Context: an optimization exercise on an open-source flow, tuned for small area. The choices shown serve that exercise and are no tape-out recipe.
Function was checked by simulation only, so behaviour that the tests miss may differ from the original.
Power is estimated from default activity; no workload was simulated.

===== flow/run.sh =====
#!/bin/bash
# synth_recipe.tcl (not shown) runs the flow's synth.tcl, then flattens the netlist and writes it again
# the make line also repeats each setting of config.mk as NAME=value (left out here)
make -C /OpenROAD-flow-scripts/flow DESIGN_CONFIG=/design/flow/config.mk WORK_HOME=/design/flow/orfs CLKGATE_MAP_FILE= SYNTH_SCRIPT=/design/flow/synth_recipe.tcl finish

===== flow/config.mk =====
export PLATFORM = sky130hd
export DESIGN_NAME = DSP
export DESIGN_NICKNAME = DSP
export VERILOG_FILES = /design/flow/design.v
export SDC_FILE = /design/flow/constraint.sdc
export NUM_CORES = 4
export LEC_CHECK = 0
export CAP_MARGIN = 20
export CORE_MARGIN = 2
export CORE_UTILIZATION = 40
export SLEW_MARGIN = 20

===== flow/constraint.sdc =====
create_clock -name core_clock -period 7.0 [get_ports {clk}]
set_input_delay 1.4000 -clock core_clock [delete_from_list [all_inputs] [get_ports {clk}]]
set_output_delay 1.4000 -clock core_clock [all_outputs]
set_load 0.01 [all_outputs]

===== flow/design.v =====
module Pipeline_Mux(in,clk,out,en,rst);
    parameter WIDTH = 18;
    parameter PIPELINE_ENABLE = 1;
    parameter RSTTYPE = "SYNC";
    input [WIDTH-1 : 0] in;
    input clk , en , rst;
    output reg [WIDTH-1 : 0] out;
    generate
        if(PIPELINE_ENABLE) begin
            if(RSTTYPE == "SYNC") begin
                always @(posedge clk) begin
                    if(rst) begin
                        out <= 0;
                    end
                    else if(en) begin
                        out <= in;
                    end
                end
            end
            else begin
                always @(posedge clk or posedge rst) begin
                    if(rst) begin
                        out <= 0;
                    end
                    else if(en) begin
                        out <= in;
                    end
                end
            end
        end
        else begin
            always @(*) begin
                out = in;
            end
        end
    endgenerate
endmodule
module Buffer(in, enable, out);
    parameter WIDTH = 36;
    input [WIDTH-1:0] in;
    input enable;
    output [WIDTH-1:0] out;
    assign out = enable ? in : {WIDTH{1'bz}};
endmodule
module DSP (A,B,D,C,PCIN,BCIN,CARRYIN,CARRYOUT,CARRYOUTF,
            clk, CEA, CEB, CEC, CECARRYIN, CED, CEM, CEOPMODE, CEP,
            RSTA, RSTB, RSTC, RSTCARRYIN, RSTD, RSTM, RSTOPMODE, RSTP,
            OPMODE,M,P,BCOUT,PCOUT
);
    parameter A0REG = 0; parameter A1REG = 1; parameter B0REG = 0; parameter B1REG = 1;
    parameter CREG = 1; parameter DREG = 1; parameter MREG = 1; parameter PREG = 1;
    parameter CARRYINREG = 1; parameter CARRYOUTREG = 1; parameter OPMODREG = 1;
    parameter CARRYINSEL = "OPMOD5";
    parameter B_INPUT = "DIRECT";
    parameter RSTTYPE = "SYNC";
    input [17:0] A,B,D;
    input [47:0] C;
    input [47:0] PCIN;
    input [17:0] BCIN;
    input clk, CARRYIN,CEA, CEB, CEC, CECARRYIN, CED, CEM, CEOPMODE, CEP;
    input RSTA, RSTB, RSTC, RSTCARRYIN, RSTD, RSTM, RSTOPMODE, RSTP;
    input [7:0] OPMODE;
    output [35:0] M;
    output [47:0] P;
    output [17:0] BCOUT;
    output [47:0] PCOUT;
    output CARRYOUT,CARRYOUTF;
    wire [17:0] w0, w1, w2, w3, w7, w8;
    reg [17:0] w5, w6;
    reg [47:0] w9, x_select, z_select, w14;
    wire [35:0] w10,w12;
    wire [47:0] w4;
    wire op1, op2, op3, op6;
    wire [1:0] op4, op5;
    reg w15;
    wire w11,w13_CIN;
    generate
        assign w0 = (B_INPUT == "DIRECT")? B : BCIN;
        Pipeline_Mux #(.WIDTH(18), .PIPELINE_ENABLE(DREG), .RSTTYPE(RSTTYPE))
        D_REG (.in(D), .clk(clk), .en(CED), .rst(RSTD), .out(w1));
        Pipeline_Mux #(.WIDTH(18), .PIPELINE_ENABLE(B0REG), .RSTTYPE(RSTTYPE))
        B0_REG (.in(w0), .clk(clk), .en(CEB), .rst(RSTB), .out(w2));
        Pipeline_Mux #(.WIDTH(18), .PIPELINE_ENABLE(A0REG), .RSTTYPE(RSTTYPE))
        A0_REG (.in(A), .clk(clk), .en(CEA), .rst(RSTA), .out(w3));
        Pipeline_Mux #(.WIDTH(48), .PIPELINE_ENABLE(CREG), .RSTTYPE(RSTTYPE))
        C_REG (.in(C), .clk(clk), .en(CEC), .rst(RSTC), .out(w4));
        Pipeline_Mux #(.WIDTH(1), .PIPELINE_ENABLE(OPMODREG), .RSTTYPE(RSTTYPE))
        OP1_REG (.in(OPMODE[6]), .clk(clk), .en(CEOPMODE), .rst(RSTOPMODE), .out(op1));
        Pipeline_Mux #(.WIDTH(1), .PIPELINE_ENABLE(OPMODREG), .RSTTYPE(RSTTYPE))
        OP2_REG (.in(OPMODE[4]), .clk(clk), .en(CEOPMODE), .rst(RSTOPMODE), .out(op2));
        Pipeline_Mux #(.WIDTH(1), .PIPELINE_ENABLE(OPMODREG), .RSTTYPE(RSTTYPE))
        OP3_REG (.in(OPMODE[5]), .clk(clk), .en(CEOPMODE), .rst(RSTOPMODE), .out(op3));
        Pipeline_Mux #(.WIDTH(2), .PIPELINE_ENABLE(OPMODREG), .RSTTYPE(RSTTYPE))
        OP4_REG (.in(OPMODE[1:0]), .clk(clk), .en(CEOPMODE), .rst(RSTOPMODE), .out(op4));
        Pipeline_Mux #(.WIDTH(2), .PIPELINE_ENABLE(OPMODREG), .RSTTYPE(RSTTYPE))
        OP5_REG (.in(OPMODE[3:2]), .clk(clk), .en(CEOPMODE), .rst(RSTOPMODE), .out(op5));
        Pipeline_Mux #(.WIDTH(1), .PIPELINE_ENABLE(OPMODREG), .RSTTYPE(RSTTYPE))
        OP6_REG (.in(OPMODE[7]), .clk(clk), .en(CEOPMODE), .rst(RSTOPMODE), .out(op6));
        always @(*) begin
            if(op1) begin
                w5 = w1 - w2;
            end
            else begin
                w5 = w1 + w2;
            end
        end
        always @(*) begin
            if(op2) begin
                w6 = w5;
            end
            else begin
                w6 = w2;
            end
        end
        Pipeline_Mux #(.WIDTH(18), .PIPELINE_ENABLE(B1REG), .RSTTYPE(RSTTYPE))
        B1_REG (.in(w6), .clk(clk), .en(CEB), .rst(RSTB), .out(w7));
        Pipeline_Mux #(.WIDTH(18), .PIPELINE_ENABLE(A1REG), .RSTTYPE(RSTTYPE))
        A1_REG (.in(w3), .clk(clk), .en(CEA), .rst(RSTA), .out(w8));
        always @(*) begin
            w9 = {w1[11:0],w8,w7};
        end
        assign w10 = w7 * w8;
        assign BCOUT = w7;
        assign w11 = (CARRYINSEL == "OPMOD5")? op3 : CARRYIN;
        Pipeline_Mux #(.WIDTH(36), .PIPELINE_ENABLE(MREG), .RSTTYPE(RSTTYPE))
        M_REG (.in(w10), .clk(clk), .en(CEM), .rst(RSTM), .out(w12));
        Pipeline_Mux #(.WIDTH(1), .PIPELINE_ENABLE(CARRYINREG), .RSTTYPE(RSTTYPE))
        CYI_REG (.in(w11), .clk(clk), .en(CECARRYIN), .rst(RSTCARRYIN), .out(w13_CIN));
        Buffer M_BUF (.in(w12),.enable(1),.out(M));
        always @(*) begin
            case(op4)
                2'b00 : x_select = 0;
                2'b01 : x_select = w12;
                2'b10 : x_select = P;
                2'b11 : x_select = w9;
            endcase
        end
        always @(*) begin
            case(op5)
                2'b00 : z_select = 0;
                2'b01 : z_select = PCIN;
                2'b10 : z_select = P;
                2'b11 : z_select = w4;
            endcase
        end
        always @(*) begin
            if(op6) begin
                {w15,w14} = z_select - (x_select+w13_CIN);
            end
            else begin
                {w15,w14} = z_select + x_select + w13_CIN;
            end
        end
        Pipeline_Mux #(.WIDTH(1), .PIPELINE_ENABLE(CARRYOUTREG), .RSTTYPE(RSTTYPE))
        CYO_REG (.in(w15), .clk(clk), .en(CECARRYIN), .rst(RSTCARRYIN), .out(CARRYOUT));
        assign CARRYOUTF = CARRYOUT;
        Pipeline_Mux #(.WIDTH(48), .PIPELINE_ENABLE(PREG), .RSTTYPE(RSTTYPE))
        P_REG (.in(w14), .clk(clk), .en(CEP), .rst(RSTP), .out(P));
        assign PCOUT = P;
    endgenerate
endmodule

==> flow_summary.ini <==
[detailed_routing]
drt_iter0_drc = 1730
dr.pass1.iters = 6
wl_per_cell_um = 20.9
drc_errors = 0
finalWirelength_um = 94900
ant_nets = 0
vias = 24300
viasPerCell = 5.33

[logic_synthesis]
netlist_instances = 3416
syn_avg_cell_area_um2 = 8.11
syn_area_um2 = 27700
syn-num-nets = 4138
ys_seq_elements = 196
yosys_warnings = 9
synth_ff_type = dfxtp_1
async_flop_share_pct = 0
ys_types = 86
ys_seq_area_share_pct = 14.2
synth-edff-count = 0

[finish]
multi_input_area_um2 = 21000
layout-drive-gt1-share_pct = 6.94
final_common_cell = inv_1
final_core_util_pct = 47.2
seqCellArea_um2 = 3950
finalInstanceArea_um2 = 32400
fin_nets = 4327
areaGrowthSynthToFinish_pct = 16.8
stdcell_count = 4550
final_cell_mix = inv_1 (450), nand2_1 (363), clkdlybuf4s50_1 (318)
fillers = 6738

[global_routing]
grt_pass1_wl_um = 143000
met2_usage_pct = 42.5
grt-busiest-layer = met2
antenna_found_initial = 2
track_usage_pct = 26.5
grt.met3_usage_pct = 4.03
grt_pass1_vias = 23700
globalRouteOverflowTotal = 0
grt_max_degree = 76
grtUsageMet1_pct = 36.5

[clock_tree]
clk_pin_slew_ps = 100
holdBufCountCts = 0
cts_buffers = 17
cts_root_buf = clkbuf_16
htreeDepth = 4
tritoncts = yes
cts_setup_buffers = 0
clk_latency_ps = 530
clk_path_buf_depth = 2
numClockSinks = 196

[sta]
fmax_mhz = 149
fin_crit_ps = 6700
setup_viol = 0
slew_headroom_pct = 36.4
slew_viol_final = 0
tightest_slew_ps = 950
min_period_over_period_pct = 95.8
fin_tns_setup_ps = 0
skew_ps = 15.3
hold_viol = 0

[min_path]
hold_class = register to register
min_from = C_REG.out[4]

[setup_path]
rr_startpoint = B1_REG.out[15]
crit_arrival_ps = 7150
crit_required_ps = 7450
worstSetupPathType = register to register
endpoint_kind = register
critPathLaunchType = register
r2r_slack_ps = 300
crit_fanout = 10
crit_path_start = B1_REG.out[15]

[placement]
io_buffers = 326
placed_cell_area_um2 = 31700
gp_congestion = 0.927
dp.cells = 4517
dpl.hpwl_um = 76100

[power_and_ir_drop]
irDropWorstVdd_mv = 0.169
p_per_area_nw_per_um2 = 163
p_leak_nw = 15.2

[floorplan]
fp.dieW_um = 267
start_util_pct = 40.4
row_count = 96
die-area_um2 = 71400
boundaryPins = 346
core_um2 = 68600
die_h_um = 267

[outcome]
status = finished clean

[job]
cap_violations = 0
kinds of logic after synthesis:
| family | Yosys count | synth area share, % |
|---|---|---|
| AOI/OAI and AO/OA | 618 | 14.9 |
| xor gates and xnor gates | 135 | 4.27 |
| adders and majority gates | 528 | 30.9 |
| buffers and inverters | 691 | 10.0 |
| DFF | 196 | 14.2 |
| muxes | 233 | 8.80 |
| and+or+nand+nor | 1015 | 16.9 |
metal layers:
layer / vias up / wire length [um]
li1: 11600 / -
met1: 11800 / 42200
met2: 764 / 43800
met3: 122 / 5910
met4: 0 / 2930
met5: - / 0
cells in the mapped netlist, types with 42 or more instances:
cell type,instances,area share [%]
and2_1,143,3.2
dfxtp_1,196,14
xor2_1,42,1.3
clkbuf_1,168,2.3
inv_1,450,6.1
mux2_2,81,3.3
nand2_1,363,4.9
buf_4,49,1.3
a211oi_1,49,1.3
a21o_1,62,1.7
mux2i_1,151,5.5
fa_1,261,19
nor2_1,290,3.9
o21ai_0,110,2.0
a21oi_1,163,2.9
xnor2_1,93,2.9
ha_1,267,12
worst paths after layout:
kind | to | cells after the start
min | C_REG.out[4] | 2
min reg2reg | C_REG.out[4] | 2
max reg2reg | M_REG.out[35] | 22
max | M_REG.out[35] | 22
repair_timing:
action,4_1_cts,5_1_grt
endpoints found under the setup margin,0,6
endpoints found under the hold margin,0,0
gates resized for setup,0,14
sequential cells by signal, summed over array words and instances (netlist names):
name         count
OP6_REG.out      1
OP3_REG.out      1
M_REG.out       36
B1_REG.out      18
OP1_REG.out      1
CYI_REG.out      1
OP4_REG.out      2
P_REG.out       48
CYO_REG.out      1
D_REG.out       18
A1_REG.out      18
OP5_REG.out      2
OP2_REG.out      1
C_REG.out       48
per-stage QoR:
| step | power, mW | worst slack (ps) | hold slack [ps] |
|---|---|---|---|
| final | 5.27 | 296 | 497 |
| after floorplan | 3.12 | 512 | 454 |
| after detailed placement | 4.11 | 199 | 475 |
| after global routing | 5.59 | -2.06 | 517 |
| after CTS | 5.28 | 155 | 502 |
| after global placement | 4.10 | 256 | 469 |
cell type report:
class	instances	area share, %
antenna	1	0.00773
timing repair buffer	410	12.1
tap	931	3.60
inverter	451	5.23
multi-input combinational	2529	64.9
clock buffer	17	1.31
clock inverter	15	0.668
sequential	196	12.2
power by group:
group / internal (mW) / switching, mW
clock: 0.505 / 0.645
sequential: 1.21 / 0.234
combinational: 1.20 / 1.48
critical path, stage by stage, from the launching register on:
cell	delay, ps
dfxtp_1	740
nand2_1	170
fa_1	540
fa_1	520
fa_1	520
inv_1	60
fa_1	520
fa_1	500
inv_1	50
fa_1	470
inv_1	50
ha_1	310
a21o_1	170
a21oi_1	130
o21bai_1	70
a21o_1	170
a211oi_1	230
o21ai_0	220
a41o_1	310
buf_4	160
a311oi_1	330
xnor2_1	140
a211oi_1	230

static timing again, ports no longer ideal:
How much do the figures lean on ideal ports? The routed layout below was timed once more, with nothing changed but the port constraints. Step 1 (the two cells are an assumption about what drives the block):
set clk [get_ports {clk}]
set_driving_cell -lib_cell sky130_fd_sc_hd__clkbuf_16 $clk
set_driving_cell -lib_cell sky130_fd_sc_hd__buf_2 [delete_from_list [all_inputs] $clk]
Step 2 moves the port delays by t, midway between the first and last clock arrival at a register: inputs arrive t later, outputs are due t later. That takes back most of the time a late clock gives input paths. a / b / c = no drivers / after step 1 / after step 2; a / b = the first two.
t, ns: 0.577
setup WS [ns]: 0.296 / 0.296 / 0.296
worst slew at a driven data input, ns: 0.09
After both steps this run still meets setup and hold. For this run, drivers alone change the setup slack by 0.000 ns; drivers and shift together by 0.000 ns.
